This is an optimization exercise on Yosys and OpenROAD, whose aim is small area, not a production implementation. In this exercise RTL edits were held to simulation tests only and were not proved equivalent to the original. Power is estimated from default activity; no workload was simulated.

[flow/run.sh]
#!/bin/bash
# Layout flow: the standard ORFS flow, except that
#  - synthesis maps the logic with area-oriented abc scripts (flow/abc_*.script,
#    keeping the smallest result; flow/abc_portfolio.tcl) instead of ORFS's
#    delay-oriented one, and with no adder cells (ADDER_MAP_FILE=); everything
#    else in synthesis (the registers, their names and cells) is the standard flow's
#    standard synthesis;
#  - port buffers are buf_1 cells;
#  - clock tree synthesis uses clkbuf_8 and adds no dummy loads.
# Each step's output goes to a log file here (and ORFS's own logs under orfs/logs).
set -euo pipefail
W=$(pwd)

# synthesis script: synth_recipe.tcl, sourcing a copy of ORFS's synth.tcl whose
# abc call is replaced by flow/abc_portfolio.tcl
sed 's|log_cmd abc {\*}$abc_args|source '"$W"'/flow/abc_portfolio.tcl|' \
  "$FLOW_HOME/scripts/synth.tcl" > "$W/synth_area.tcl"
grep -q "source $W/flow/abc_portfolio.tcl" "$W/synth_area.tcl"
sed 's|\$::env(SCRIPTS_DIR)/synth.tcl|'"$W"'/synth_area.tcl|' synth_recipe.tcl > "$W/flow_synth.tcl"
grep -q "$W/synth_area.tcl" "$W/flow_synth.tcl"

bash standard.sh SYNTH_SCRIPT="$W/flow_synth.tcl" ADDER_MAP_FILE= synth > "$W/synth.log" 2>&1
bash standard.sh BUFFER_PORTS_ARGS="-buffer_cell sky130_fd_sc_hd__buf_1" \
  CTS_ARGS="-sink_clustering_enable -repair_clock_nets -buf_list sky130_fd_sc_hd__clkbuf_8 -dont_use_dummy_load" \
  finish > "$W/layout.log" 2>&1
[flow/abc_1.script]
strash
&get -n
&deepsyn -T 120
&put
dch
amap
topo
[flow/abc_2.script]
strash
&get -n
&deepsyn -T 60
&put
dch
amap
strash
&get -n
&deepsyn -T 60
&put
dch
amap
topo
[flow/abc_3.script]
strash
&get -n
&deepsyn -T 120
&put
dch -f
amap
topo
[flow/abc_4.script]
strash
dch -f
amap
strash
dch -f
amap
topo
[flow/abc_portfolio.tcl]
# Sourced by the flow's copy of ORFS synth.tcl in place of its single abc call:
# maps the logic with each abc script flow/abc_*.script and keeps the netlist
# with the smallest cell area. abc_args is synth_preamble's argument list
# (it starts with "-script <ORFS script>", which is dropped here).
set portfolio_dir [file dirname [info script]]
set portfolio_best_area ""
set portfolio_best ""
design -save portfolio_pre_abc
foreach portfolio_script [lsort [glob $portfolio_dir/abc_*.script]] {
  design -load portfolio_pre_abc
  log_cmd abc -script $portfolio_script {*}[lrange $abc_args 2 end]
  set portfolio_stat [tee -q -s result.string stat {*}$lib_args]
  if { ![regexp {Chip area for module '[^']*': ([0-9.]+)} $portfolio_stat -> portfolio_area] } {
    error "abc portfolio: no area for $portfolio_script"
  }
  puts "abc portfolio: [file tail $portfolio_script] area $portfolio_area"
  if { $portfolio_best_area eq "" || $portfolio_area < $portfolio_best_area } {
    set portfolio_best_area $portfolio_area
    set portfolio_best $portfolio_script
    design -save portfolio_best
  }
}
design -load portfolio_best
puts "abc portfolio: kept [file tail $portfolio_best] area $portfolio_best_area"
[standard.sh]
#!/bin/bash
# synth_recipe.tcl (not shown) runs the flow's synth.tcl, then flattens the netlist and writes it again
# the make line also repeats each setting of config.mk as NAME=value (left out here)
make -C /OpenROAD-flow-scripts/flow DESIGN_CONFIG=/design/flow/config.mk WORK_HOME=/design/flow/orfs CLKGATE_MAP_FILE= SYNTH_SCRIPT=/design/flow/synth_recipe.tcl "${@:-finish}"
[config.mk]
export PLATFORM = sky130hd
export DESIGN_NAME = HART_DISPLAY
export DESIGN_NICKNAME = HART_DISPLAY
export VERILOG_FILES = /design/flow/design.v
export SDC_FILE = /design/flow/constraint.sdc
export NUM_CORES = 4
export LEC_CHECK = 0
export CAP_MARGIN = 20
export CORE_MARGIN = 2
export CORE_UTILIZATION = 40
export CTS_BUF_LIST = sky130_fd_sc_hd__clkbuf_8
export SLEW_MARGIN = 20
[constraint.sdc]
create_clock -name core_clock -period 10.0 [get_ports {clk}]
set_input_delay 2.0000 -clock core_clock [delete_from_list [all_inputs] [get_ports {clk}]]
set_output_delay 2.0000 -clock core_clock [all_outputs]
set_load 0.01 [all_outputs]
[design.v]
module	square_object	(
	input	logic	clk,
	input	logic	resetN,
	input 	logic signed	[10:0] pixelX,
	input 	logic signed	[10:0] pixelY,
	input 	logic signed	[10:0] topLeftX,
	input 	logic	signed [10:0] topLeftY,
	output 	logic	[3:0] row,         
	output 	logic	[3:0] col,         
	output 	logic	[4:0] pix_code,    
	output	logic	drawingRequest     
);
parameter  int OBJECT_WIDTH_X = 512;
parameter  int OBJECT_HEIGHT_Y = 416;
wire [11:0] pXe = {pixelX[10], pixelX}, tXe = {topLeftX[10], topLeftX};
wire [11:0] pYe = {pixelY[10], pixelY}, tYe = {topLeftY[10], topLeftY};
wire [12:0] cX, cY;
wire signed [11:0] dX, dY;
assign cX[0] = 1'b1;
assign cY[0] = 1'b1;
genvar gi;
for (gi = 0; gi < 12; gi++) begin : g_sub
	assign dX[gi] = pXe[gi] ^ ~tXe[gi] ^ cX[gi];
	assign cX[gi+1] = (pXe[gi] & ~tXe[gi]) | (pXe[gi] & cX[gi]) | (~tXe[gi] & cX[gi]);
	assign dY[gi] = pYe[gi] ^ ~tYe[gi] ^ cY[gi];
	assign cY[gi+1] = (pYe[gi] & ~tYe[gi]) | (pYe[gi] & cY[gi]) | (~tYe[gi] & cY[gi]);
end
wire insideBracket = (dX >= 0) && (dX < OBJECT_WIDTH_X) && (dY >= 0) && (dY < OBJECT_HEIGHT_Y);
wire [4:0] code_now;
coin_lut lut (.a({dY[4:0], dX[4:0]}), .q(code_now));
always_ff@(posedge clk or negedge resetN)
begin
	if(!resetN)
		drawingRequest	<=	1'b0;
	else
		drawingRequest	<=	insideBracket;
end
always_ff@(posedge clk)
begin
	row      <= dY[8:5];
	col      <= dX[8:5];
	pix_code <= code_now;
end
endmodule
module coin_lut(a, q);
  input [9:0] a;
  wire [9:0] a;
  output [4:0] q;
  wire [4:0] q;
  wire _000_;
  wire _001_;
  wire _002_;
  wire _003_;
  wire _004_;
  wire _005_;
  wire _006_;
  wire _007_;
  wire _008_;
  wire _009_;
  wire _010_;
  wire _011_;
  wire _012_;
  wire _013_;
  wire _014_;
  wire _015_;
  wire _016_;
  wire _017_;
  wire _018_;
  wire _019_;
  wire _020_;
  wire _021_;
  wire _022_;
  wire _023_;
  wire _024_;
  wire _025_;
  wire _026_;
  wire _027_;
  wire _028_;
  wire _029_;
  wire _030_;
  wire _031_;
  wire _032_;
  wire _033_;
  wire _034_;
  wire _035_;
  wire _036_;
  wire _037_;
  wire _038_;
  wire _039_;
  wire _040_;
  wire _041_;
  wire _042_;
  wire _043_;
  wire _044_;
  wire _045_;
  wire _046_;
  wire _047_;
  wire _048_;
  wire _049_;
  wire _050_;
  wire _051_;
  wire _052_;
  wire _053_;
  wire _054_;
  wire _055_;
  wire _056_;
  wire _057_;
  wire _058_;
  wire _059_;
  wire _060_;
  wire _061_;
  wire _062_;
  wire _063_;
  wire _064_;
  wire _065_;
  wire _066_;
  wire _067_;
  wire _068_;
  wire _069_;
  wire _070_;
  wire _071_;
  wire _072_;
  wire _073_;
  wire _074_;
  wire _075_;
  wire _076_;
  wire _077_;
  wire _078_;
  wire _079_;
  wire _080_;
  wire _081_;
  wire _082_;
  wire _083_;
  wire _084_;
  wire _085_;
  wire _086_;
  wire _087_;
  wire _088_;
  wire _089_;
  wire _090_;
  wire _091_;
  wire _092_;
  wire _093_;
  wire _094_;
  wire _095_;
  wire _096_;
  wire _097_;
  wire _098_;
  wire _099_;
  wire _100_;
  wire _101_;
  wire _102_;
  wire _103_;
  wire _104_;
  wire _105_;
  wire _106_;
  wire _107_;
  wire _108_;
  wire _109_;
  wire _110_;
  wire _111_;
  wire _112_;
  wire _113_;
  wire _114_;
  wire _115_;
  wire _116_;
  wire _117_;
  wire _118_;
  wire _119_;
  wire _120_;
  wire _121_;
  wire _122_;
  wire _123_;
  wire _124_;
  wire _125_;
  wire _126_;
  wire _127_;
  wire _128_;
  wire _129_;
  wire _130_;
  wire _131_;
  wire _132_;
  wire _133_;
  wire _134_;
  wire _135_;
  wire _136_;
  wire _137_;
  wire _138_;
  wire _139_;
  wire _140_;
  wire _141_;
  wire _142_;
  wire _143_;
  wire _144_;
  wire _145_;
  wire _146_;
  wire _147_;
  wire _148_;
  wire _149_;
  wire _150_;
  wire _151_;
  wire _152_;
  wire _153_;
  wire _154_;
  wire _155_;
  wire _156_;
  wire _157_;
  wire _158_;
  wire _159_;
  wire _160_;
  wire _161_;
  wire _162_;
  wire _163_;
  wire _164_;
  wire _165_;
  wire _166_;
  wire _167_;
  wire _168_;
  wire _169_;
  wire _170_;
  wire _171_;
  wire _172_;
  wire _173_;
  wire _174_;
  wire _175_;
  wire _176_;
  wire _177_;
  wire _178_;
  wire _179_;
  wire _180_;
  wire _181_;
  wire _182_;
  assign _059_ = ~a[9];
  assign _070_ = a[6] & a[5];
  assign _081_ = a[8] & ~(a[7]);
  assign _092_ = a[4] & ~(a[3]);
  assign _100_ = a[3] & ~(a[4]);
  assign _104_ = ~(_100_ | _092_);
  assign _105_ = ~_104_;
  assign _106_ = a[3] & ~(a[2]);
  assign _107_ = _106_ & ~(a[1]);
  assign _108_ = ~((_107_ | _105_) & _081_);
  assign _109_ = ~a[2];
  assign _110_ = a[4] & ~(a[0]);
  assign _111_ = a[4] | ~(a[0]);
  assign _112_ = _111_ & ~(_110_);
  assign _113_ = _112_ & ~(a[1]);
  assign _114_ = ~a[1];
  assign _115_ = a[0] & a[5];
  assign _116_ = _115_ & ~(_114_);
  assign _117_ = a[5] & ~(_116_);
  assign _118_ = ~((_117_ | _113_) & _109_);
  assign _119_ = ~a[6];
  assign _120_ = a[1] & a[2];
  assign _121_ = ~_120_;
  assign _122_ = a[3] ? a[2] : _121_;
  assign _123_ = ~(a[3] | a[2]);
  assign _124_ = ~((_123_ | _114_) & a[5]);
  assign _125_ = ~((_124_ & _122_) | _119_);
  assign _126_ = _125_ | ~(_118_);
  assign _127_ = ~_123_;
  assign _128_ = ~(a[0] ^ a[2]);
  assign _129_ = ~(a[6] | a[5]);
  assign _130_ = _128_ & ~(_129_);
  assign _131_ = a[1] & ~(_130_);
  assign _132_ = ~a[0];
  assign _133_ = _120_ & ~(_132_);
  assign _134_ = ~((_133_ & a[3]) | a[7]);
  assign _135_ = ~((_131_ | _127_) & _134_);
  assign _136_ = _126_ & ~(_135_);
  assign _137_ = a[1] & a[4];
  assign _138_ = ~_137_;
  assign _139_ = ~a[3];
  assign _140_ = _123_ & a[4];
  assign _141_ = ~((_120_ & _139_) | _140_);
  assign _142_ = _138_ & ~(_141_);
  assign _143_ = a[0] | a[6];
  assign _144_ = _143_ | ~(_142_);
  assign _145_ = ~_115_;
  assign _146_ = a[1] & a[6];
  assign _147_ = ~_146_;
  assign _148_ = ~((_147_ & _145_) | _105_);
  assign _149_ = a[7] & ~(_148_);
  assign _150_ = a[1] & ~(_100_);
  assign _151_ = _129_ | _070_;
  assign _152_ = ~((_151_ | _150_) & _135_);
  assign _153_ = ~((_149_ & _144_) | _152_);
  assign _154_ = a[9] & ~(a[8]);
  assign _155_ = ~_154_;
  assign _156_ = _122_ & ~(_105_);
  assign _157_ = _156_ | _155_;
  assign _158_ = ~((_157_ | _153_) & (_136_ | _108_));
  assign _159_ = _070_ | ~(_158_);
  assign _160_ = a[8] | ~(a[7]);
  assign _161_ = a[0] & ~(a[6]);
  assign _162_ = a[1] ? a[4] : _112_;
  assign _163_ = ~_106_;
  assign _164_ = a[5] ? _114_ : _110_;
  assign _165_ = _164_ & ~(_163_);
  assign _166_ = _165_ & _162_;
  assign _167_ = ~((_161_ & _142_) | _166_);
  assign _168_ = ~a[5];
  assign _169_ = a[0] & a[3];
  assign _170_ = a[8] | ~(a[3]);
  assign _171_ = a[0] | ~(a[2]);
  assign _172_ = ~((a[8] & _139_) | _171_);
  assign _173_ = ~((_172_ & _170_) | (_169_ & _168_));
  assign _174_ = a[4] | ~(a[1]);
  assign _175_ = _174_ | a[7];
  assign _176_ = ~((_175_ | _173_) & (_167_ | _160_));
  assign _177_ = ~((_176_ & _159_) | _059_);
  assign _178_ = a[1] ^ a[6];
  assign _179_ = ~(a[0] | a[3]);
  assign _180_ = _179_ & ~(_114_);
  assign _181_ = ~(a[1] | a[0]);
  assign _182_ = _181_ & ~(_139_);
  assign _000_ = _168_ & ~(_182_);
  assign _001_ = ~_000_;
  assign _002_ = ~((_117_ | _109_) & a[6]);
  assign _003_ = a[2] & ~(_110_);
  assign _004_ = _161_ | a[4];
  assign _005_ = ~((_004_ | _181_) & (_003_ | a[1]));
  assign _006_ = _002_ & ~(_005_);
  assign _007_ = ~((_174_ | _163_) & a[6]);
  assign _008_ = ~((_007_ | _006_) & (_001_ | _180_));
  assign _009_ = ~(_008_ | _160_);
  assign _010_ = _092_ & ~(_128_);
  assign _011_ = ~((_010_ & _009_) | (_166_ & _081_));
  assign _012_ = ~((_011_ | _178_) & _059_);
  assign _013_ = ~_142_;
  assign _014_ = _169_ & _137_;
  assign _015_ = ~_014_;
  assign _016_ = ~((_015_ & _013_) | _133_);
  assign _017_ = ~(a[8] & a[7]);
  assign _018_ = _123_ & ~(_168_);
  assign _019_ = _018_ & ~(_143_);
  assign _020_ = _119_ ? a[3] : _132_;
  assign _021_ = ~((_020_ & _168_) | _019_);
  assign _022_ = ~(_021_ | _017_);
  assign _023_ = ~(_022_ & _016_);
  assign _024_ = _012_ | ~(_023_);
  assign q[3] = _024_ & ~(_177_);
  assign _025_ = ~_070_;
  assign _026_ = ~_122_;
  assign _027_ = ~_131_;
  assign _028_ = a[0] | ~(a[3]);
  assign _029_ = _028_ | _182_;
  assign _030_ = a[6] & ~(_000_);
  assign _031_ = ~((_030_ & _029_) | (_027_ & _026_));
  assign _032_ = ~(_031_ | _181_);
  assign _033_ = ~(_160_ | _129_);
  assign _034_ = ~((_116_ | _163_) & _033_);
  assign _035_ = ~((_032_ & _025_) | _034_);
  assign _036_ = ~_035_;
  assign _037_ = ~((_036_ | _104_) & _108_);
  assign _038_ = _133_ | a[8];
  assign _039_ = ~((_179_ & _121_) | _038_);
  assign _040_ = ~((_039_ | _107_) & _119_);
  assign _041_ = ~_133_;
  assign _042_ = a[0] | a[5];
  assign _043_ = ~((_042_ | _127_) & (_041_ | _139_));
  assign _044_ = _119_ & ~(_043_);
  assign _045_ = ~(_044_ & _016_);
  assign _046_ = a[0] | ~(a[6]);
  assign _047_ = ~((a[0] | a[4]) & a[5]);
  assign _048_ = ~((_046_ & a[1]) | _047_);
  assign _049_ = ~((_048_ | a[7]) & a[8]);
  assign _050_ = ~((_043_ & a[6]) | _049_);
  assign _051_ = ~((_050_ & _045_) | (_040_ & _037_));
  assign _052_ = _017_ | a[9];
  assign _053_ = ~((_138_ & _168_) | _052_);
  assign _054_ = ~((_027_ & a[6]) | _104_);
  assign _055_ = ~((_032_ | a[6]) & _054_);
  assign _056_ = ~(_055_ & a[8]);
  assign _057_ = a[9] & ~(a[7]);
  assign _058_ = ~((_057_ & _056_) | (_053_ & _051_));
  assign _060_ = ~_032_;
  assign _061_ = _137_ | ~(_115_);
  assign _062_ = ~(a[3] & a[2]);
  assign _063_ = a[8] & ~(_070_);
  assign _064_ = ~((_063_ & _062_) | (_140_ & a[0]));
  assign _065_ = _061_ & ~(_064_);
  assign _066_ = _142_ & _125_;
  assign _067_ = ~((_066_ | _065_) & (_060_ | a[8]));
  assign _068_ = ~((_051_ & _111_) | _012_);
  assign _069_ = ~(_068_ | _031_);
  assign _071_ = _112_ & ~(a[5]);
  assign _072_ = ~((_146_ | _139_) & _071_);
  assign _073_ = ~((_072_ & _026_) | _105_);
  assign _074_ = ~(_142_ & _112_);
  assign _075_ = ~(_074_ | _008_);
  assign _076_ = ~((_075_ | _155_) & (_036_ | _006_));
  assign _077_ = _016_ | _148_;
  assign _078_ = ~((_019_ | a[1]) & a[7]);
  assign _079_ = _077_ & ~(_078_);
  assign _080_ = ~_079_;
  assign _082_ = _042_ & ~(_115_);
  assign _083_ = _119_ ? _148_ : _082_;
  assign _084_ = _083_ & _016_;
  assign _085_ = ~_084_;
  assign _086_ = ~(_052_ | _019_);
  assign _087_ = ~((_086_ & _085_) | (_080_ & _076_));
  assign _088_ = ~((_087_ | _073_) & (_069_ | _108_));
  assign _089_ = ~(a[9] | a[6]);
  assign _090_ = _065_ | ~(_089_);
  assign _091_ = ~((_088_ & _132_) | _090_);
  assign _093_ = ~_141_;
  assign _094_ = ~_169_;
  assign _095_ = _081_ & ~(_061_);
  assign _096_ = ~((_095_ & _093_) | (_009_ & _094_));
  assign _097_ = _096_ | _177_;
  assign q[2] = ~((_097_ | _091_) & (_067_ | _058_));
  assign _098_ = ~(_051_ | _156_);
  assign q[1] = a[9] ? _158_ : _098_;
  assign q[0] = ~_088_;
  assign _099_ = ~((_098_ & _059_) | _158_);
  assign _101_ = _098_ | a[9];
  assign _102_ = ~((a[7] & a[6]) | _015_);
  assign _103_ = ~((_070_ | a[7]) & _102_);
  assign q[4] = ~((_103_ & _101_) | _099_);
endmodule
module random 	
 ( 
	input	logic  clk,
	input	logic  resetN, 
	input	logic	 rise,
	output logic unsigned [SIZE_BITS-1:0] dout	
  ) ;
parameter SIZE_BITS = 8;
parameter unsigned MIN_VAL = 0;   
parameter unsigned MAX_VAL = 255;
	logic unsigned  [SIZE_BITS-1:0] counter ;
	logic rise_d  ;
always_ff @(posedge clk or negedge resetN) begin
		if (!resetN) begin
			dout <= (MAX_VAL+MIN_VAL)/2;
			counter <= MIN_VAL;
			rise_d <= 1'b0;
		end
		else begin
			counter <= counter+1;
			if ( counter >= MAX_VAL )  
				counter <=  MIN_VAL ;  
			rise_d <= rise;
			if (rise && !rise_d)  
				dout <= counter;
		end
	end
endmodule
module GridMatrixBitMap (
	input  logic       clk,
	input  logic       resetN,
	input  logic [3:0] row,
	input  logic [3:0] col,
	input  logic [4:0] pix_code,
	input  logic       in_box,
	input  logic       random,
	input  logic       coin_collision,
	output logic       drawingRequest,
	output logic [7:0] RGBout,
	output logic       coin_collect
);
localparam logic [255:0] M0COIN = 256'b1111011111110101111101111111010111110111111101011111011111110101111101101111010111110001111101011111011111110111111101100011111011000110001111101100000000000000111111111011111011111110111000001111111010111110111111101011111011111110100000111111111000001111;
localparam logic [255:0] M1COIN = 256'b1111011011110111111101101111011111110110111101111111011011110111111101101111011111110000111101111111011111110111111101100011111011000111001111101100000000111110111111111011111011111111101111101111111110111110111111111011111011111111100000011111111111111111;
logic random_cs;    
logic valid;        
logic [164:0] eaten;
logic [4:0] out_code;
wire  [7:0] cidx = {row, col};
wire [12:0] rsel;
wire [15:0] csel;
genvar gi;
for (gi = 0; gi < 12; gi++) begin : g_r0 assign rsel[gi] = (row == gi); end
assign rsel[12] = (row[3:2] == 2'b11);
for (gi = 0; gi < 16; gi++) begin : g_c assign csel[gi] = (col == gi); end
wire [15:0] cseln = ~csel;
wire [12:0] row_eaten;
assign row_eaten[0] = ~((cseln[0] | eaten[0]) & (cseln[1] | eaten[1])) | ~((cseln[2] | eaten[2]) & (cseln[3] | eaten[3])) | ~((cseln[4] | eaten[4]) & (cseln[5] | eaten[5])) | ~((cseln[6] | eaten[6]) & (cseln[7] | eaten[7])) | ~((cseln[8] | eaten[8]) & (cseln[9] | eaten[9])) | ~((cseln[10] | eaten[10]) & (cseln[11] | eaten[11])) | ~((cseln[12] | eaten[12]) & (cseln[13] | eaten[13])) | ~((cseln[14] | eaten[14]) & (cseln[15] | eaten[15]));
assign row_eaten[1] = ~((cseln[0] | eaten[16]) & (cseln[1] | eaten[17])) | ~((cseln[7] | eaten[18]) & (cseln[8] | eaten[19])) | ~((cseln[9] | eaten[20]) & (cseln[10] | eaten[21])) | ~((cseln[11] | eaten[22]) & (cseln[12] | eaten[23])) | ~((cseln[13] | eaten[24]) & (cseln[14] | eaten[25])) | ~(cseln[15] | eaten[26]);
assign row_eaten[2] = ~((cseln[1] | eaten[27]) & (cseln[2] | eaten[28])) | ~((cseln[3] | eaten[29]) & (cseln[4] | eaten[30])) | ~((cseln[5] | eaten[31]) & (cseln[7] | eaten[32])) | ~((cseln[8] | eaten[33]) & (cseln[9] | eaten[34])) | ~((cseln[10] | eaten[35]) & (cseln[11] | eaten[36])) | ~((cseln[12] | eaten[37]) & (cseln[13] | eaten[38])) | ~((cseln[14] | eaten[39]) & (cseln[15] | eaten[40]));
assign row_eaten[3] = ~((cseln[1] | eaten[41]) & (cseln[2] | eaten[42])) | ~((cseln[3] | eaten[43]) & (cseln[4] | eaten[44])) | ~((cseln[5] | eaten[45]) & (cseln[7] | eaten[46])) | ~((cseln[8] | eaten[47]) & (cseln[9] | eaten[48])) | ~((cseln[10] | eaten[49]) & (cseln[11] | eaten[50])) | ~((cseln[12] | eaten[51]) & (cseln[13] | eaten[52])) | ~((cseln[14] | eaten[53]) & (cseln[15] | eaten[54]));
assign row_eaten[4] = ~((cseln[1] | eaten[55]) & (cseln[2] | eaten[56])) | ~((cseln[3] | eaten[57]) & (cseln[4] | eaten[58])) | ~((cseln[5] | eaten[59]) & (cseln[6] | eaten[60])) | ~((cseln[7] | eaten[61]) & (cseln[8] | eaten[62])) | ~((cseln[9] | eaten[63]) & (cseln[10] | eaten[64])) | ~((cseln[11] | eaten[65]) & (cseln[12] | eaten[66])) | ~((cseln[13] | eaten[67]) & (cseln[14] | eaten[68])) | ~(cseln[15] | eaten[69]);
assign row_eaten[5] = ~((cseln[1] | eaten[70]) & (cseln[2] | eaten[71])) | ~((cseln[3] | eaten[72]) & (cseln[4] | eaten[73])) | ~((cseln[5] | eaten[74]) & (cseln[7] | eaten[75])) | ~((cseln[8] | eaten[76]) & (cseln[9] | eaten[77])) | ~((cseln[10] | eaten[78]) & (cseln[11] | eaten[79])) | ~((cseln[12] | eaten[80]) & (cseln[13] | eaten[81])) | ~((cseln[14] | eaten[82]) & (cseln[15] | eaten[83]));
assign row_eaten[6] = ~((cseln[1] | eaten[84]) & (cseln[2] | eaten[85])) | ~((cseln[3] | eaten[86]) & (cseln[4] | eaten[87])) | ~((cseln[5] | eaten[88]) & (cseln[14] | eaten[89])) | ~(cseln[15] | eaten[90]);
assign row_eaten[7] = ~((cseln[1] | eaten[91]) & (cseln[2] | eaten[92])) | ~((cseln[3] | eaten[93]) & (cseln[4] | eaten[94])) | ~((cseln[5] | eaten[95]) & (cseln[8] | eaten[96])) | ~((cseln[9] | eaten[97]) & (cseln[10] | eaten[98])) | ~((cseln[14] | eaten[99]) & (cseln[15] | eaten[100]));
assign row_eaten[8] = ~((cseln[1] | eaten[101]) & (cseln[2] | eaten[102])) | ~((cseln[3] | eaten[103]) & (cseln[4] | eaten[104])) | ~((cseln[5] | eaten[105]) & (cseln[9] | eaten[106])) | ~((cseln[10] | eaten[107]) & (cseln[12] | eaten[108])) | ~((cseln[13] | eaten[109]) & (cseln[14] | eaten[110])) | ~(cseln[15] | eaten[111]);
assign row_eaten[9] = ~((cseln[0] | eaten[112]) & (cseln[1] | eaten[113])) | ~((cseln[2] | eaten[114]) & (cseln[4] | eaten[115])) | ~((cseln[5] | eaten[116]) & (cseln[6] | eaten[117])) | ~((cseln[7] | eaten[118]) & (cseln[8] | eaten[119])) | ~((cseln[9] | eaten[120]) & (cseln[10] | eaten[121])) | ~((cseln[12] | eaten[122]) & (cseln[13] | eaten[123])) | ~((cseln[14] | eaten[124]) & (cseln[15] | eaten[125]));
assign row_eaten[10] = ~((cseln[0] | eaten[126]) & (cseln[1] | eaten[127])) | ~((cseln[2] | eaten[128]) & (cseln[4] | eaten[129])) | ~((cseln[5] | eaten[130]) & (cseln[6] | eaten[131])) | ~((cseln[7] | eaten[132]) & (cseln[8] | eaten[133])) | ~((cseln[12] | eaten[134]) & (cseln[13] | eaten[135])) | ~((cseln[14] | eaten[136]) & (cseln[15] | eaten[137]));
assign row_eaten[11] = ~((cseln[0] | eaten[138]) & (cseln[1] | eaten[139])) | ~((cseln[2] | eaten[140]) & (cseln[4] | eaten[141])) | ~((cseln[5] | eaten[142]) & (cseln[6] | eaten[143])) | ~((cseln[7] | eaten[144]) & (cseln[9] | eaten[145])) | ~((cseln[10] | eaten[146]) & (cseln[12] | eaten[147])) | ~((cseln[13] | eaten[148]) & (cseln[14] | eaten[149])) | ~(cseln[15] | eaten[150]);
assign row_eaten[12] = ~((cseln[0] | eaten[151]) & (cseln[1] | eaten[152])) | ~((cseln[2] | eaten[153]) & (cseln[4] | eaten[154])) | ~((cseln[5] | eaten[155]) & (cseln[6] | eaten[156])) | ~((cseln[7] | eaten[157]) & (cseln[8] | eaten[158])) | ~((cseln[9] | eaten[159]) & (cseln[10] | eaten[160])) | ~((cseln[12] | eaten[161]) & (cseln[13] | eaten[162])) | ~((cseln[14] | eaten[163]) & (cseln[15] | eaten[164]));
wire eaten_sel = |(rsel & row_eaten);
wire coin_m  = random_cs ? M1COIN[cidx] : M0COIN[cidx];
wire wall_m  = ~coin_m;
wire is_coin = in_box & ~eaten_sel & coin_m;
wire is_wall = in_box & ~eaten_sel & wall_m;
wire eat     = is_coin & coin_collision;
wire clr     = ~valid | (random != random_cs);
wire [12:0] wrow = rsel & {13{eat}};
always_ff @(posedge clk) begin
	coin_collect <= eat;
	eaten[0] <= (eaten[0] | clr) & ~(wrow[0] & csel[0]);
	eaten[1] <= (eaten[1] | clr) & ~(wrow[0] & csel[1]);
	eaten[2] <= (eaten[2] | clr) & ~(wrow[0] & csel[2]);
	eaten[3] <= (eaten[3] | clr) & ~(wrow[0] & csel[3]);
	eaten[4] <= (eaten[4] | clr) & ~(wrow[0] & csel[4]);
	eaten[5] <= (eaten[5] | clr) & ~(wrow[0] & csel[5]);
	eaten[6] <= (eaten[6] | clr) & ~(wrow[0] & csel[6]);
	eaten[7] <= (eaten[7] | clr) & ~(wrow[0] & csel[7]);
	eaten[8] <= (eaten[8] | clr) & ~(wrow[0] & csel[8]);
	eaten[9] <= (eaten[9] | clr) & ~(wrow[0] & csel[9]);
	eaten[10] <= (eaten[10] | clr) & ~(wrow[0] & csel[10]);
	eaten[11] <= (eaten[11] | clr) & ~(wrow[0] & csel[11]);
	eaten[12] <= (eaten[12] | clr) & ~(wrow[0] & csel[12]);
	eaten[13] <= (eaten[13] | clr) & ~(wrow[0] & csel[13]);
	eaten[14] <= (eaten[14] | clr) & ~(wrow[0] & csel[14]);
	eaten[15] <= (eaten[15] | clr) & ~(wrow[0] & csel[15]);
	eaten[16] <= (eaten[16] | clr) & ~(wrow[1] & csel[0]);
	eaten[17] <= (eaten[17] | clr) & ~(wrow[1] & csel[1]);
	eaten[18] <= (eaten[18] | clr) & ~(wrow[1] & csel[7]);
	eaten[19] <= (eaten[19] | clr) & ~(wrow[1] & csel[8]);
	eaten[20] <= (eaten[20] | clr) & ~(wrow[1] & csel[9]);
	eaten[21] <= (eaten[21] | clr) & ~(wrow[1] & csel[10]);
	eaten[22] <= (eaten[22] | clr) & ~(wrow[1] & csel[11]);
	eaten[23] <= (eaten[23] | clr) & ~(wrow[1] & csel[12]);
	eaten[24] <= (eaten[24] | clr) & ~(wrow[1] & csel[13]);
	eaten[25] <= (eaten[25] | clr) & ~(wrow[1] & csel[14]);
	eaten[26] <= (eaten[26] | clr) & ~(wrow[1] & csel[15]);
	eaten[27] <= (eaten[27] | clr) & ~(wrow[2] & csel[1]);
	eaten[28] <= (eaten[28] | clr) & ~(wrow[2] & csel[2]);
	eaten[29] <= (eaten[29] | clr) & ~(wrow[2] & csel[3]);
	eaten[30] <= (eaten[30] | clr) & ~(wrow[2] & csel[4]);
	eaten[31] <= (eaten[31] | clr) & ~(wrow[2] & csel[5]);
	eaten[32] <= (eaten[32] | clr) & ~(wrow[2] & csel[7]);
	eaten[33] <= (eaten[33] | clr) & ~(wrow[2] & csel[8]);
	eaten[34] <= (eaten[34] | clr) & ~(wrow[2] & csel[9]);
	eaten[35] <= (eaten[35] | clr) & ~(wrow[2] & csel[10]);
	eaten[36] <= (eaten[36] | clr) & ~(wrow[2] & csel[11]);
	eaten[37] <= (eaten[37] | clr) & ~(wrow[2] & csel[12]);
	eaten[38] <= (eaten[38] | clr) & ~(wrow[2] & csel[13]);
	eaten[39] <= (eaten[39] | clr) & ~(wrow[2] & csel[14]);
	eaten[40] <= (eaten[40] | clr) & ~(wrow[2] & csel[15]);
	eaten[41] <= (eaten[41] | clr) & ~(wrow[3] & csel[1]);
	eaten[42] <= (eaten[42] | clr) & ~(wrow[3] & csel[2]);
	eaten[43] <= (eaten[43] | clr) & ~(wrow[3] & csel[3]);
	eaten[44] <= (eaten[44] | clr) & ~(wrow[3] & csel[4]);
	eaten[45] <= (eaten[45] | clr) & ~(wrow[3] & csel[5]);
	eaten[46] <= (eaten[46] | clr) & ~(wrow[3] & csel[7]);
	eaten[47] <= (eaten[47] | clr) & ~(wrow[3] & csel[8]);
	eaten[48] <= (eaten[48] | clr) & ~(wrow[3] & csel[9]);
	eaten[49] <= (eaten[49] | clr) & ~(wrow[3] & csel[10]);
	eaten[50] <= (eaten[50] | clr) & ~(wrow[3] & csel[11]);
	eaten[51] <= (eaten[51] | clr) & ~(wrow[3] & csel[12]);
	eaten[52] <= (eaten[52] | clr) & ~(wrow[3] & csel[13]);
	eaten[53] <= (eaten[53] | clr) & ~(wrow[3] & csel[14]);
	eaten[54] <= (eaten[54] | clr) & ~(wrow[3] & csel[15]);
	eaten[55] <= (eaten[55] | clr) & ~(wrow[4] & csel[1]);
	eaten[56] <= (eaten[56] | clr) & ~(wrow[4] & csel[2]);
	eaten[57] <= (eaten[57] | clr) & ~(wrow[4] & csel[3]);
	eaten[58] <= (eaten[58] | clr) & ~(wrow[4] & csel[4]);
	eaten[59] <= (eaten[59] | clr) & ~(wrow[4] & csel[5]);
	eaten[60] <= (eaten[60] | clr) & ~(wrow[4] & csel[6]);
	eaten[61] <= (eaten[61] | clr) & ~(wrow[4] & csel[7]);
	eaten[62] <= (eaten[62] | clr) & ~(wrow[4] & csel[8]);
	eaten[63] <= (eaten[63] | clr) & ~(wrow[4] & csel[9]);
	eaten[64] <= (eaten[64] | clr) & ~(wrow[4] & csel[10]);
	eaten[65] <= (eaten[65] | clr) & ~(wrow[4] & csel[11]);
	eaten[66] <= (eaten[66] | clr) & ~(wrow[4] & csel[12]);
	eaten[67] <= (eaten[67] | clr) & ~(wrow[4] & csel[13]);
	eaten[68] <= (eaten[68] | clr) & ~(wrow[4] & csel[14]);
	eaten[69] <= (eaten[69] | clr) & ~(wrow[4] & csel[15]);
	eaten[70] <= (eaten[70] | clr) & ~(wrow[5] & csel[1]);
	eaten[71] <= (eaten[71] | clr) & ~(wrow[5] & csel[2]);
	eaten[72] <= (eaten[72] | clr) & ~(wrow[5] & csel[3]);
	eaten[73] <= (eaten[73] | clr) & ~(wrow[5] & csel[4]);
	eaten[74] <= (eaten[74] | clr) & ~(wrow[5] & csel[5]);
	eaten[75] <= (eaten[75] | clr) & ~(wrow[5] & csel[7]);
	eaten[76] <= (eaten[76] | clr) & ~(wrow[5] & csel[8]);
	eaten[77] <= (eaten[77] | clr) & ~(wrow[5] & csel[9]);
	eaten[78] <= (eaten[78] | clr) & ~(wrow[5] & csel[10]);
	eaten[79] <= (eaten[79] | clr) & ~(wrow[5] & csel[11]);
	eaten[80] <= (eaten[80] | clr) & ~(wrow[5] & csel[12]);
	eaten[81] <= (eaten[81] | clr) & ~(wrow[5] & csel[13]);
	eaten[82] <= (eaten[82] | clr) & ~(wrow[5] & csel[14]);
	eaten[83] <= (eaten[83] | clr) & ~(wrow[5] & csel[15]);
	eaten[84] <= (eaten[84] | clr) & ~(wrow[6] & csel[1]);
	eaten[85] <= (eaten[85] | clr) & ~(wrow[6] & csel[2]);
	eaten[86] <= (eaten[86] | clr) & ~(wrow[6] & csel[3]);
	eaten[87] <= (eaten[87] | clr) & ~(wrow[6] & csel[4]);
	eaten[88] <= (eaten[88] | clr) & ~(wrow[6] & csel[5]);
	eaten[89] <= (eaten[89] | clr) & ~(wrow[6] & csel[14]);
	eaten[90] <= (eaten[90] | clr) & ~(wrow[6] & csel[15]);
	eaten[91] <= (eaten[91] | clr) & ~(wrow[7] & csel[1]);
	eaten[92] <= (eaten[92] | clr) & ~(wrow[7] & csel[2]);
	eaten[93] <= (eaten[93] | clr) & ~(wrow[7] & csel[3]);
	eaten[94] <= (eaten[94] | clr) & ~(wrow[7] & csel[4]);
	eaten[95] <= (eaten[95] | clr) & ~(wrow[7] & csel[5]);
	eaten[96] <= (eaten[96] | clr) & ~(wrow[7] & csel[8]);
	eaten[97] <= (eaten[97] | clr) & ~(wrow[7] & csel[9]);
	eaten[98] <= (eaten[98] | clr) & ~(wrow[7] & csel[10]);
	eaten[99] <= (eaten[99] | clr) & ~(wrow[7] & csel[14]);
	eaten[100] <= (eaten[100] | clr) & ~(wrow[7] & csel[15]);
	eaten[101] <= (eaten[101] | clr) & ~(wrow[8] & csel[1]);
	eaten[102] <= (eaten[102] | clr) & ~(wrow[8] & csel[2]);
	eaten[103] <= (eaten[103] | clr) & ~(wrow[8] & csel[3]);
	eaten[104] <= (eaten[104] | clr) & ~(wrow[8] & csel[4]);
	eaten[105] <= (eaten[105] | clr) & ~(wrow[8] & csel[5]);
	eaten[106] <= (eaten[106] | clr) & ~(wrow[8] & csel[9]);
	eaten[107] <= (eaten[107] | clr) & ~(wrow[8] & csel[10]);
	eaten[108] <= (eaten[108] | clr) & ~(wrow[8] & csel[12]);
	eaten[109] <= (eaten[109] | clr) & ~(wrow[8] & csel[13]);
	eaten[110] <= (eaten[110] | clr) & ~(wrow[8] & csel[14]);
	eaten[111] <= (eaten[111] | clr) & ~(wrow[8] & csel[15]);
	eaten[112] <= (eaten[112] | clr) & ~(wrow[9] & csel[0]);
	eaten[113] <= (eaten[113] | clr) & ~(wrow[9] & csel[1]);
	eaten[114] <= (eaten[114] | clr) & ~(wrow[9] & csel[2]);
	eaten[115] <= (eaten[115] | clr) & ~(wrow[9] & csel[4]);
	eaten[116] <= (eaten[116] | clr) & ~(wrow[9] & csel[5]);
	eaten[117] <= (eaten[117] | clr) & ~(wrow[9] & csel[6]);
	eaten[118] <= (eaten[118] | clr) & ~(wrow[9] & csel[7]);
	eaten[119] <= (eaten[119] | clr) & ~(wrow[9] & csel[8]);
	eaten[120] <= (eaten[120] | clr) & ~(wrow[9] & csel[9]);
	eaten[121] <= (eaten[121] | clr) & ~(wrow[9] & csel[10]);
	eaten[122] <= (eaten[122] | clr) & ~(wrow[9] & csel[12]);
	eaten[123] <= (eaten[123] | clr) & ~(wrow[9] & csel[13]);
	eaten[124] <= (eaten[124] | clr) & ~(wrow[9] & csel[14]);
	eaten[125] <= (eaten[125] | clr) & ~(wrow[9] & csel[15]);
	eaten[126] <= (eaten[126] | clr) & ~(wrow[10] & csel[0]);
	eaten[127] <= (eaten[127] | clr) & ~(wrow[10] & csel[1]);
	eaten[128] <= (eaten[128] | clr) & ~(wrow[10] & csel[2]);
	eaten[129] <= (eaten[129] | clr) & ~(wrow[10] & csel[4]);
	eaten[130] <= (eaten[130] | clr) & ~(wrow[10] & csel[5]);
	eaten[131] <= (eaten[131] | clr) & ~(wrow[10] & csel[6]);
	eaten[132] <= (eaten[132] | clr) & ~(wrow[10] & csel[7]);
	eaten[133] <= (eaten[133] | clr) & ~(wrow[10] & csel[8]);
	eaten[134] <= (eaten[134] | clr) & ~(wrow[10] & csel[12]);
	eaten[135] <= (eaten[135] | clr) & ~(wrow[10] & csel[13]);
	eaten[136] <= (eaten[136] | clr) & ~(wrow[10] & csel[14]);
	eaten[137] <= (eaten[137] | clr) & ~(wrow[10] & csel[15]);
	eaten[138] <= (eaten[138] | clr) & ~(wrow[11] & csel[0]);
	eaten[139] <= (eaten[139] | clr) & ~(wrow[11] & csel[1]);
	eaten[140] <= (eaten[140] | clr) & ~(wrow[11] & csel[2]);
	eaten[141] <= (eaten[141] | clr) & ~(wrow[11] & csel[4]);
	eaten[142] <= (eaten[142] | clr) & ~(wrow[11] & csel[5]);
	eaten[143] <= (eaten[143] | clr) & ~(wrow[11] & csel[6]);
	eaten[144] <= (eaten[144] | clr) & ~(wrow[11] & csel[7]);
	eaten[145] <= (eaten[145] | clr) & ~(wrow[11] & csel[9]);
	eaten[146] <= (eaten[146] | clr) & ~(wrow[11] & csel[10]);
	eaten[147] <= (eaten[147] | clr) & ~(wrow[11] & csel[12]);
	eaten[148] <= (eaten[148] | clr) & ~(wrow[11] & csel[13]);
	eaten[149] <= (eaten[149] | clr) & ~(wrow[11] & csel[14]);
	eaten[150] <= (eaten[150] | clr) & ~(wrow[11] & csel[15]);
	eaten[151] <= (eaten[151] | clr) & ~(wrow[12] & csel[0]);
	eaten[152] <= (eaten[152] | clr) & ~(wrow[12] & csel[1]);
	eaten[153] <= (eaten[153] | clr) & ~(wrow[12] & csel[2]);
	eaten[154] <= (eaten[154] | clr) & ~(wrow[12] & csel[4]);
	eaten[155] <= (eaten[155] | clr) & ~(wrow[12] & csel[5]);
	eaten[156] <= (eaten[156] | clr) & ~(wrow[12] & csel[6]);
	eaten[157] <= (eaten[157] | clr) & ~(wrow[12] & csel[7]);
	eaten[158] <= (eaten[158] | clr) & ~(wrow[12] & csel[8]);
	eaten[159] <= (eaten[159] | clr) & ~(wrow[12] & csel[9]);
	eaten[160] <= (eaten[160] | clr) & ~(wrow[12] & csel[10]);
	eaten[161] <= (eaten[161] | clr) & ~(wrow[12] & csel[12]);
	eaten[162] <= (eaten[162] | clr) & ~(wrow[12] & csel[13]);
	eaten[163] <= (eaten[163] | clr) & ~(wrow[12] & csel[14]);
	eaten[164] <= (eaten[164] | clr) & ~(wrow[12] & csel[15]);
end
always_ff @(posedge clk or negedge resetN) begin
	if (!resetN) begin
		out_code  <= 5'd0;    
		random_cs <= 1'b0;
		valid     <= 1'b0;
	end else begin
		valid     <= 1'b1;
		random_cs <= random;
		if (is_wall)
			out_code <= 5'd20;    
		else if (is_coin)
			out_code <= pix_code;
		else
			out_code <= 5'd1;    
	end
end
always_comb begin
	case (out_code)
		5'd0: RGBout = 8'h00;
		5'd1: RGBout = 8'hff;
		5'd2: RGBout = 8'hf0;
		5'd3: RGBout = 8'hf5;
		5'd4: RGBout = 8'h20;
		5'd5: RGBout = 8'h64;
		5'd6: RGBout = 8'hf4;
		5'd7: RGBout = 8'hd1;
		5'd8: RGBout = 8'hf1;
		5'd9: RGBout = 8'h6d;
		5'd10: RGBout = 8'h24;
		5'd11: RGBout = 8'had;
		5'd12: RGBout = 8'hda;
		5'd13: RGBout = 8'hac;
		5'd14: RGBout = 8'hdf;
		5'd15: RGBout = 8'hb6;
		5'd16: RGBout = 8'h84;
		5'd17: RGBout = 8'hb1;
		5'd18: RGBout = 8'h8d;
		5'd19: RGBout = 8'hdb;
		5'd20: RGBout = 8'h03;
		default: RGBout = 8'hff;
	endcase
end
assign drawingRequest = (out_code != 5'd1);
endmodule
module	HART_DISPLAY	(
					input	logic	clk,
					input	logic	resetN,
					input	logic	[10:0] pixelX,
					input	logic	[10:0] pixelY,
					input	logic	[10:0] topLeftX,
					input	logic	[10:0] topLeftY,
					input	logic	coin_collision,
					input	logic	star,
					output	logic	[7:0] hartRGB,
					output	logic	HartDrawingRequest,
					output	logic	coin_collect
);
logic	[3:0] row;
logic	[3:0] col;
logic	[4:0] pix_code;
logic	boxHartDrawingRequest;
logic	rand_bit;
square_object #(
	.OBJECT_WIDTH_X(512),
	.OBJECT_HEIGHT_Y(416)
) inst11 (
	.clk(clk),
	.resetN(resetN),
	.pixelX(pixelX),
	.pixelY(pixelY),
	.topLeftX(topLeftX),
	.topLeftY(topLeftY),
	.row(row),
	.col(col),
	.pix_code(pix_code),
	.drawingRequest(boxHartDrawingRequest)
);
random #(
	.SIZE_BITS(1),
	.MIN_VAL(0),
	.MAX_VAL(1)
) inst1 (
	.clk(clk),
	.resetN(resetN),
	.rise(star),
	.dout(rand_bit)
);
GridMatrixBitMap inst (
	.clk(clk),
	.resetN(resetN),
	.row(row),
	.col(col),
	.pix_code(pix_code),
	.in_box(boxHartDrawingRequest),
	.random(rand_bit),
	.coin_collision(coin_collision),
	.drawingRequest(HartDrawingRequest),
	.RGBout(hartRGB),
	.coin_collect(coin_collect)
);
endmodule
==> metrics.md, run 1 <==
| Metric | Value |
|---|---|
| Status | finished clean |
| Syn_area_per_cell | 8.95 µm² |
| VDD IR max | 0.0681 mV |
| # setup viols final | 0 |
| CTS clock-pin slew for the worst setup and hold paths | 70 ps |
| Sequential-to-total area share from yosys stat | 47.0% |
| First-pass GRT wire length | 36600 µm |
| Max Cap Viol | 0 |
| Register-to-Register Path Depth | 15 |
| Die ar. | 21700 µm² |
| # Post-CTS Setup Buffers | 0 |
| Fraction of power spent switching nets | 31.6% |
| Clock power frac | 26.1% |
| Initial Util | 40.7% |
| Routability cong. | 0.947 |
| Post-synthesis register bit count | 190 |
| Leakage | 2.80 nW |
| Final #Nets | 1062 |
| Post-synth EDFFs | 0 |
| Multi-input gate area | 4090 µm² |
| Final hold viol count | 0 |
| Gate power share | 20.7% |
| Number of global-route vias before repair | 6981 |
| Worst Hold Path Cells | 1 |
| Clk root buf | clkbuf_8 |
| ANT nets after route | 0 |
| CP top delay family | compound AO/OA/AOI/OAI gates |
| Slowest CP cell | o21ai_0 |
| DR vias/cell | 5.90 |
| RSZ-0062 raised after global routing | false |
| Via count | 7563 |
| WS Path Type | in -> reg |
| TritonCTS buffer count | 17 |
| Initial antenna violation count | 0 |
| Worst path bufs/invs | 4 |
| Internal power | 0.00101 W |
| Min-delay worst type | reg -> reg |
| Critical Path End Type | flip-flop |
| Hold buffers post-CTS | 0 |
| Post-DP HPWL | 15400 µm |
| Most frequent cells in the layout | 179 x dfxtp_1, 170 x o22a_1, 117 x nor2_1, 74 x clkinv_1, 64 x o22ai_1 |
| Clock Latency Late Sink | 480 ps |
| Post-Syn Nets | 966 |
| Max Slew Vio Count | 0 |
| Cell count along the critical path | 22 |
| I/O pins | 58 |
| TritonCTS clock tree | yes |
| CTS Buffer Depth | 2 |
| Fmax | 169 MHz |
| CP Cell Sequence | buf_1, clkinv_1, a21oi_1, a21oi_1, nand2_1, o21ai_0, nand2_1, o21ai_0, o21ai_0, clkinv_1, nor2_1, nor2_1, a21oi_1, clkinv_1, nand2_1, nor2_1, o41ai_1, nor2_1, o22a_1, o32ai_1, o2111ai_1, o21ai_0 |
| Critical Path RT | 10370 ps |
| Total Routing Usage GR | 21.2% |
| Cell row count | 52 |
| Die H | 147 µm |
| Largest net degree at the start of global routing | 99 |
| Worst EP arrival | 6300 ps |
| Largest stage delay, worst path | 810 ps |
| Iteration-0 DRC count of the detailed router | 659 |
| Async SR Flop Fraction | 5.79% |
| Die X | 147 µm |
| Register cell area after layout | 3860 µm² |
| Post-Syn Instances | 918 |
| Critical path peak fanout | 8 |
| H-tree depth | 4 |
| Mapped Area | 8210 µm² |
| Post-Route WL | 22900 µm |
| Core area | 20200 µm² |
| Fill cells | 2063 |
| ANT cells | 0 |
| Overall power | 0.00148 W |
| Wire per inst | 17.9 µm |
| Yosys cell types | 41 |
| Most common cell after layout, fill and taps aside | dfxtp_1 |
| Post_cts resized | 0 |
| Max-slew headroom | 31.0% |
| Share of cells above drive strength 1 | 3.75% |
| Hold slack | 443 ps |
| TritonRoute pass-1 iters | 5 |
| NetSw | 0.000467 W |
| Pwr dens | 161 nW/µm² |
| Worst Skew | 51.6 ps |
| DR DRC count | 0 |
| Port Buffer Count | 57 |
| Final worst path period need | 5930 ps |
| Actual slew at the worst max-slew pin | 1040 ps |
| Sequential power share | 53.2% |
| Final setup TNS | 0 ps |
| Fin crit share | 59.3% |
| CTS sink count | 190 |
| Main flop type after synthesis | dfxtp_1 |
| Total gr overflow | 0 |
| Synth Warn # | 3 |
| Layout area overhead | 11.6% |
| Startpoint types | primary input |
metrics by stage:
stage | area (µm²) | instances | setup slack (ps) | utilization, %
6_report | 9170 | 1282 | 4070 | 45.4
5_1_grt | 9170 | 1282 | 3510 | 45.4
4_1_cts | 9170 | 1282 | 4160 | 45.4
3_5_place_dp | 8930 | 1265 | 3730 | 44.3
3_3_place_gp | 8930 | 1265 | 3810 | 44.3
2_1_floorplan | 8210 | 918 | 2720 | -
worst register-to-register path: cells and delay by family, from the launching register on:
family	cells	cell delay, ps
AND/OR/NAND/NOR	10	3560
flip-flops	1	480
AO/OA/AOI/OAI	5	1080
power by group through the flow:
stage               combinational [W]  sequential (W)  clock [W]
global placement             0.000308        0.000803          0
CTS                          0.000303        0.000785   0.000394
global route                 0.000337        0.000788   0.000418
floorplan                    0.000198        0.000796          0
detailed placement           0.000301        0.000803          0
finish                       0.000307        0.000786   0.000386
sequential cells by signal, indices dropped and copies added, names as in the netlist:
register and cells:
inst.eaten 165, inst1.dout 1, inst11.row 4, inst11.pix_code 5, inst1.rise_d 1, inst.coin_collect 1
inst1.counter 1, inst.out_code 5, inst11.drawingRequest 1, inst11.col 4, inst.valid 1, inst.random_cs 1
layout make-up:
type | instances | area share [%]
timing repair buffer | 77 | 3.97
multi-input combinational | 654 | 44.7
sequential | 190 | 42.1
clock buffer | 17 | 2.55
tap | 270 | 3.69
inverter | 74 | 3.03
logic make-up after synthesis:
family                 synth area share, %
AO/OA/AOI/OAI                         35.1
buffers and inverters                 3.38
flip-flops                            47.0
other                               0.0457
AND/OR/NAND/NOR                       14.5
worst paths after layout:
check | start | end | slack (ps)
min | inst11.pix_code[3] | inst.out_code[3] | 440
min reg2reg | inst11.pix_code[3] | inst.out_code[3] | 440
max | pixelX[1] | inst11.pix_code[2] | 4070
max reg2reg | inst11.col[3] | inst.eaten[116] | 4760
max in group asynchronous | resetN | inst1.counter | 8020
min in group asynchronous | resetN | inst.out_code[1] | 1550
layer usage:
layer / track usage (%) / share of wire, % / up-vias
li1: - / - / 3737
met1: 30.1 / 48 / 3560
met2: 33.5 / 45 / 239
met3: 3.73 / 5.5 / 27
met4: 5.72 / 1.2 / 0
met5: 0 / 0 / -
cell usage after synthesis (3+ instances only):
master     instances  area (µm²)
o21a_1            10        75.1
a21oi_1           39         195
nor3_1            30         150
a32oi_1            3        26.3
nand3_1           12        60.1
nor4_1            22         138
o221ai_1           6        52.6
o211ai_1           3        22.5
dfxtp_1          179        3580
nand2_1           41         154
a31oi_1            4        25.0
nor2_1           117         439
or3_1             20         125
dfrtp_1           11         275
nor2b_1            8        50.1
or2_0              6        37.5
clkinv_1          74         278
a221oi_1           5        43.8
o31ai_1            3        22.5
o22ai_1           64         400
o32ai_1            3        26.3
o22a_1           170        1490
o21ai_0           60         300
a31o_1             3        26.3
o2111ai_1          3        26.3
==> run 2, diff against run 1 <==
--- a/design.v
+++ b/design.v
@@ -460,8 +460,10 @@
 	output logic [7:0] RGBout,
 	output logic       coin_collect
 );
-localparam logic [255:0] M0COIN = 256'b1111011111110101111101111111010111110111111101011111011111110101111101101111010111110001111101011111011111110111111101100011111011000110001111101100000000000000111111111011111011111110111000001111111010111110111111101011111011111110100000111111111000001111;
-localparam logic [255:0] M1COIN = 256'b1111011011110111111101101111011111110110111101111111011011110111111101101111011111110000111101111111011111110111111101100011111011000111001111101100000000111110111111111011111011111111101111101111111110111110111111111011111011111111100000011111111111111111;
+localparam logic [255:0] M0COIN = 256'b0000000000000000000000000000000000000000000000001111011111110101111101101111010111110001111101011111011111110111111101100011111011000110001111101100000000000000111111111011111011111110111000001111111010111110111111101011111011111110100000111111111000001111;
+localparam logic [255:0] M1COIN = 256'b0000000000000000000000000000000000000000000000001111011011110111111101101111011111110000111101111111011111110111111101100011111011000111001111101100000000111110111111111011111011111111101111101111111110111110111111111011111011111111100000011111111111111111;
+localparam logic [255:0] M0WALL = 256'b0000000000000000000000000000000000000000000000000000100000001010000010010000101000001110000010100000100000001000000010011100000100111001110000010011111111111111000000000100000100000001000111110000000101000001000000010100000100000001011111000000000111110000;
+localparam logic [255:0] M1WALL = 256'b0000000000000000000000000000000000000000000000000000100100001000000010010000100000001111000010000000100000001000000010011100000100111000110000010011111111000001000000000100000100000000010000010000000001000001000000000100000100000000011111100000000000000000;
 logic random_cs;    
 logic valid;        
 logic [164:0] eaten;
@@ -470,8 +472,7 @@
 wire [12:0] rsel;
 wire [15:0] csel;
 genvar gi;
-for (gi = 0; gi < 12; gi++) begin : g_r0 assign rsel[gi] = (row == gi); end
-assign rsel[12] = (row[3:2] == 2'b11);
+for (gi = 0; gi < 13; gi++) begin : g_r assign rsel[gi] = (row == gi); end
 for (gi = 0; gi < 16; gi++) begin : g_c assign csel[gi] = (col == gi); end
 wire [15:0] cseln = ~csel;
 wire [12:0] row_eaten;
@@ -490,7 +491,7 @@
 assign row_eaten[12] = ~((cseln[0] | eaten[151]) & (cseln[1] | eaten[152])) | ~((cseln[2] | eaten[153]) & (cseln[4] | eaten[154])) | ~((cseln[5] | eaten[155]) & (cseln[6] | eaten[156])) | ~((cseln[7] | eaten[157]) & (cseln[8] | eaten[158])) | ~((cseln[9] | eaten[159]) & (cseln[10] | eaten[160])) | ~((cseln[12] | eaten[161]) & (cseln[13] | eaten[162])) | ~((cseln[14] | eaten[163]) & (cseln[15] | eaten[164]));
 wire eaten_sel = |(rsel & row_eaten);
 wire coin_m  = random_cs ? M1COIN[cidx] : M0COIN[cidx];
-wire wall_m  = ~coin_m;
+wire wall_m  = random_cs ? M1WALL[cidx] : M0WALL[cidx];
 wire is_coin = in_box & ~eaten_sel & coin_m;
 wire is_wall = in_box & ~eaten_sel & wall_m;
 wire eat     = is_coin & coin_collision;
==> metrics.md, run 2 <==
| Metric | Value |
|---|---|
| Internal power | 0.00100 W (was 0.00101 W) |
| Sequential power share | 54.6% (was 53.2%) |
| Pwr dens | 159 nW/µm² (was 161 nW/µm²) |
| TritonRoute pass-1 iters | 7 (was 5) |
| Routability cong. | 0.865 (was 0.947) |
| Yosys cell types | 41 (unchanged) |
| Post-synth EDFFs | 0 (unchanged) |
| DP Worst Slack | 3420 ps (was 3730 ps) |
| VDD IR max | 0.0692 mV (was 0.0681 mV) |
| Clock power frac | 26.1% (about the same) |
| Clock Latency Late Sink | 460 ps (was 480 ps) |
| Startpoint types | primary input (unchanged) |
| Share of cells above drive strength 1 | 3.70% (was 3.75%) |
| Fin util | 45.2% (was 45.4%) |
| Die ar. | 21500 µm² (was 21700 µm²) |
| ANT nets after route | 0 (unchanged) |
| Sequential-to-total area share from yosys stat | 47.5% (was 47.0%) |
| Post-synthesis register bit count | 190 (unchanged) |
| Mapped Area | 8130 µm² (was 8210 µm²) |
| H-tree depth | 4 (unchanged) |
| Layout area overhead | 11.6% (about the same) |
| Synth top area share | 44.1% (was 43.6%) |
| Total gr overflow | 0 (unchanged) |
| TritonCTS buffer count | 17 (unchanged) |
| RSZ-0062 raised after global routing | false (unchanged) |
| Status | finished clean (unchanged) |
| Synth area leaders | dfxtp_1 44%, o22a_1 18%, o22ai_1 5.5% (was dfxtp_1 44%, o22a_1 18%, nor2_1 5.3%) |
| ANT cells | 0 (unchanged) |
| Via count | 7510 (was 7563) |
| Fraction of power spent switching nets | 30.6% (was 31.6%) |
| Biggest register | inst.eaten (unchanged) |
| Fin crit share | 61.9% (was 59.3%) |
| Async SR Flop Fraction | 5.79% (unchanged) |
| Setup ws final | 3810 ps (was 4070 ps) |
| Post_cts resized | 0 (unchanged) |
| Max-slew headroom | 34.9% (was 31.0%) |
| TritonCTS clock tree | yes (unchanged) |
| Max reg flops | 165 (unchanged) |
| Die X | 147 µm (about the same) |
| Post-synth top area cell | dfxtp_1 (unchanged) |
| Post-Route WL | 22800 µm (was 22900 µm) |
| Main flop type after synthesis | dfxtp_1 (unchanged) |
| Initial Util | 40.4% (was 40.7%) |
| # setup viols final | 0 (unchanged) |
| Syn_area_per_cell | 8.96 µm² (was 8.95 µm²) |
| Leakage | 2.75 nW (was 2.80 nW) |
| Iteration-0 DRC count of the detailed router | 739 (was 659) |
| Post-Syn Instances | 908 (was 918) |
| Hold buffers post-CTS | 0 (unchanged) |
| Final worst path period need | 6190 ps (was 5930 ps) |
| Final #Nets | 1051 (was 1062) |
| CTS Buffer Depth | 2 (unchanged) |
| Final setup TNS | 0 ps (unchanged) |
| Hold slack | 443 ps (about the same) |
| Fill cells | 1988 (was 2063) |
| Most common cell in the netlist | dfxtp_1 (unchanged) |
| Initial antenna violation count | 0 (unchanged) |
| WS Path Type | in -> reg (unchanged) |
| Actual slew at the worst max-slew pin | 966 ps (was 1040 ps) |
| Most frequent cells in the layout | 179 x dfxtp_1, 170 x o22a_1, 110 x nor2_1, 71 x o22ai_1, 66 x clkinv_1 (was 179 x dfxtp_1, 170 x o22a_1, 117 x nor2_1, 74 x clkinv_1, 64 x o22ai_1) |
| CTS sink count | 190 (unchanged) |
| DR vias/cell | 5.91 (was 5.90) |
| Critical Path RT | 10340 ps (was 10370 ps) |
| Clk root buf | clkbuf_8 (unchanged) |
| Most common cell after layout, fill and taps aside | dfxtp_1 (unchanged) |
| DR DRC count | 0 (unchanged) |
| CTS clock-pin slew for the worst setup and hold paths | 80 ps (was 70 ps) |
| Cell row count | 52 (unchanged) |
| Post-DP HPWL | 15000 µm (was 15400 µm) |
| Total Routing Usage GR | 21.1% (was 21.2%) |
| Critical Path End Type | flip-flop (unchanged) |
| Port Buffer Count | 57 (unchanged) |
| Post-Syn Nets | 956 (was 966) |
| Largest net degree at the start of global routing | 86 (was 99) |
| Fmax | 162 MHz (was 169 MHz) |
| Core area | 20100 µm² (was 20200 µm²) |
| Synth Warn # | 3 (unchanged) |
| Min-delay worst type | reg -> reg (unchanged) |
| Critical path peak fanout | 8 (unchanged) |
| Gate power share | 19.3% (was 20.7%) |
| Die H | 147 µm (about the same) |
| Worst EP arrival | 6530 ps (was 6300 ps) |
| First-pass GRT wire length | 36300 µm (was 36600 µm) |
| I/O pins | 58 (unchanged) |
| NetSw | 0.000442 W (was 0.000467 W) |
| Wire per inst | 17.9 µm (about the same) |
| Max Slew Vio Count | 0 (unchanged) |
| # Post-CTS Setup Buffers | 0 (unchanged) |
| Most common library cells after synthesis | 179 x dfxtp_1, 170 x o22a_1, 110 x nor2_1, 71 x o22ai_1, 66 x clkinv_1 (was 179 x dfxtp_1, 170 x o22a_1, 117 x nor2_1, 74 x clkinv_1, 64 x o22ai_1) |
| Worst Skew | 26.4 ps (was 51.6 ps) |
| Regs by FF count | inst.eaten (165), inst.out_code (5), inst11.pix_code (5) (unchanged) |
| Final hold viol count | 0 (unchanged) |
| Max Cap Viol | 0 (unchanged) |
| Number of global-route vias before repair | 6802 (was 6981) |
[run 2: cell type report]
class	instances	area (µm²)	area share, %
clock buffer	17	234	2.58
inverter	66	248	2.73
multi-input combinational	652	4040	44.5
sequential	190	3860	42.5
tap	270	338	3.72
timing repair buffer	76	357	3.93
[run 2: final timing paths]
check	to	from	slack, ps	depth (start not counted)
worst min-delay path	inst.out_code[1]	inst11.pix_code[1]	440	1
min in group asynchronous	inst.out_code[1]	resetN	1570	1
worst min register to register	inst.out_code[1]	inst11.pix_code[1]	440	1
worst max register to register	inst.eaten[56]	inst11.col[0]	4500	14
worst max-delay path	inst11.pix_code[2]	topLeftX[1]	3810	22
max in group asynchronous	inst1.counter	resetN	7950	1
[run 2: logic make-up after synthesis]
group	share of synthesized area, %
AO/OA/AOI/OAI	35.8
flip-flops	47.5
buffers and inverters	3.05
other	0.0461
AND/OR/NAND/NOR	13.6
[run 2: metrics by stage]
stage | cell area [µm²] | instances | power, W
3_5_place_dp | 8840 | 1254 | 0.00108
6_report | 9080 | 1271 | 0.00144
4_1_cts | 9080 | 1271 | 0.00145
5_1_grt | 9080 | 1271 | 0.00151
3_3_place_gp | 8840 | 1254 | 0.00108
2_1_floorplan | 8130 | 908 | 0.000979
[run 2: metal layers]
metal  vias to the layer above  part of all wire (%)  GRT usage (%)  wire [µm]
li1                       3717                     -              -          -
met1                      3556                    50           31.2      11400
met2                       222                    43           31.7       9870
met3                        15                   5.8           4.16       1320
met4                         0                   1.0           4.90        227
met5                         -                     0              0          0
[run 2: power by group through the flow]
stage | clock network, W | registers, W | logic [W]
after floorplan | 0 | 0.000797 | 0.000182
after global placement | 0 | 0.000805 | 0.000279
after detailed placement | 0 | 0.000805 | 0.000273
after CTS | 0.000388 | 0.000788 | 0.000274
after global routing | 0.000413 | 0.000791 | 0.000308
final | 0.000377 | 0.000788 | 0.000278
[run 2: critical path, stage by stage]
cell,delay [ps]
buf_1,70
clkinv_1,80
o21ai_0,360
o22ai_1,140
o21ai_0,710
clkinv_1,460
o22ai_1,320
a21oi_1,180
o32ai_1,350
o21ai_0,240
clkinv_1,110
nand3_1,70
a31oi_1,240
nand3_1,120
o22a_1,190
o21ai_0,200
a21oi_1,70
nor2_1,90
nor2_1,40
a21oi_1,180
o2111a_1,210
o32ai_1,80

-- afterwards: timing with drivers on the ports --
The results above use ideal ports. As a check the final layouts listed here were re-extracted and re-timed, cells and wires unchanged.
Step 1, drivers: a clkbuf_16 drives clk and a buf_2 each remaining input, both assumed.
Step 2 times the ports against the registers' clock, not the clock port: input delays grow and output delays shrink by t, the midpoint of the rising clock arrivals with the driver on.
Slacks: no drivers / after step 1 / after step 2; pairs: no drivers / after step 1.
run | shift t [ns] | slack for setup (ns) | worst setup path after step 2
run 1 | 0.498 | 4.070 / 4.087 / 3.589 | input to register
run 2 | 0.479 | 3.809 / 3.823 / 3.344 | input to register
After both steps setup and hold are still met in every run listed. The setup slack of run 1, which loses most, moves by +0.017 ns with the drivers and by -0.481 ns with both steps.
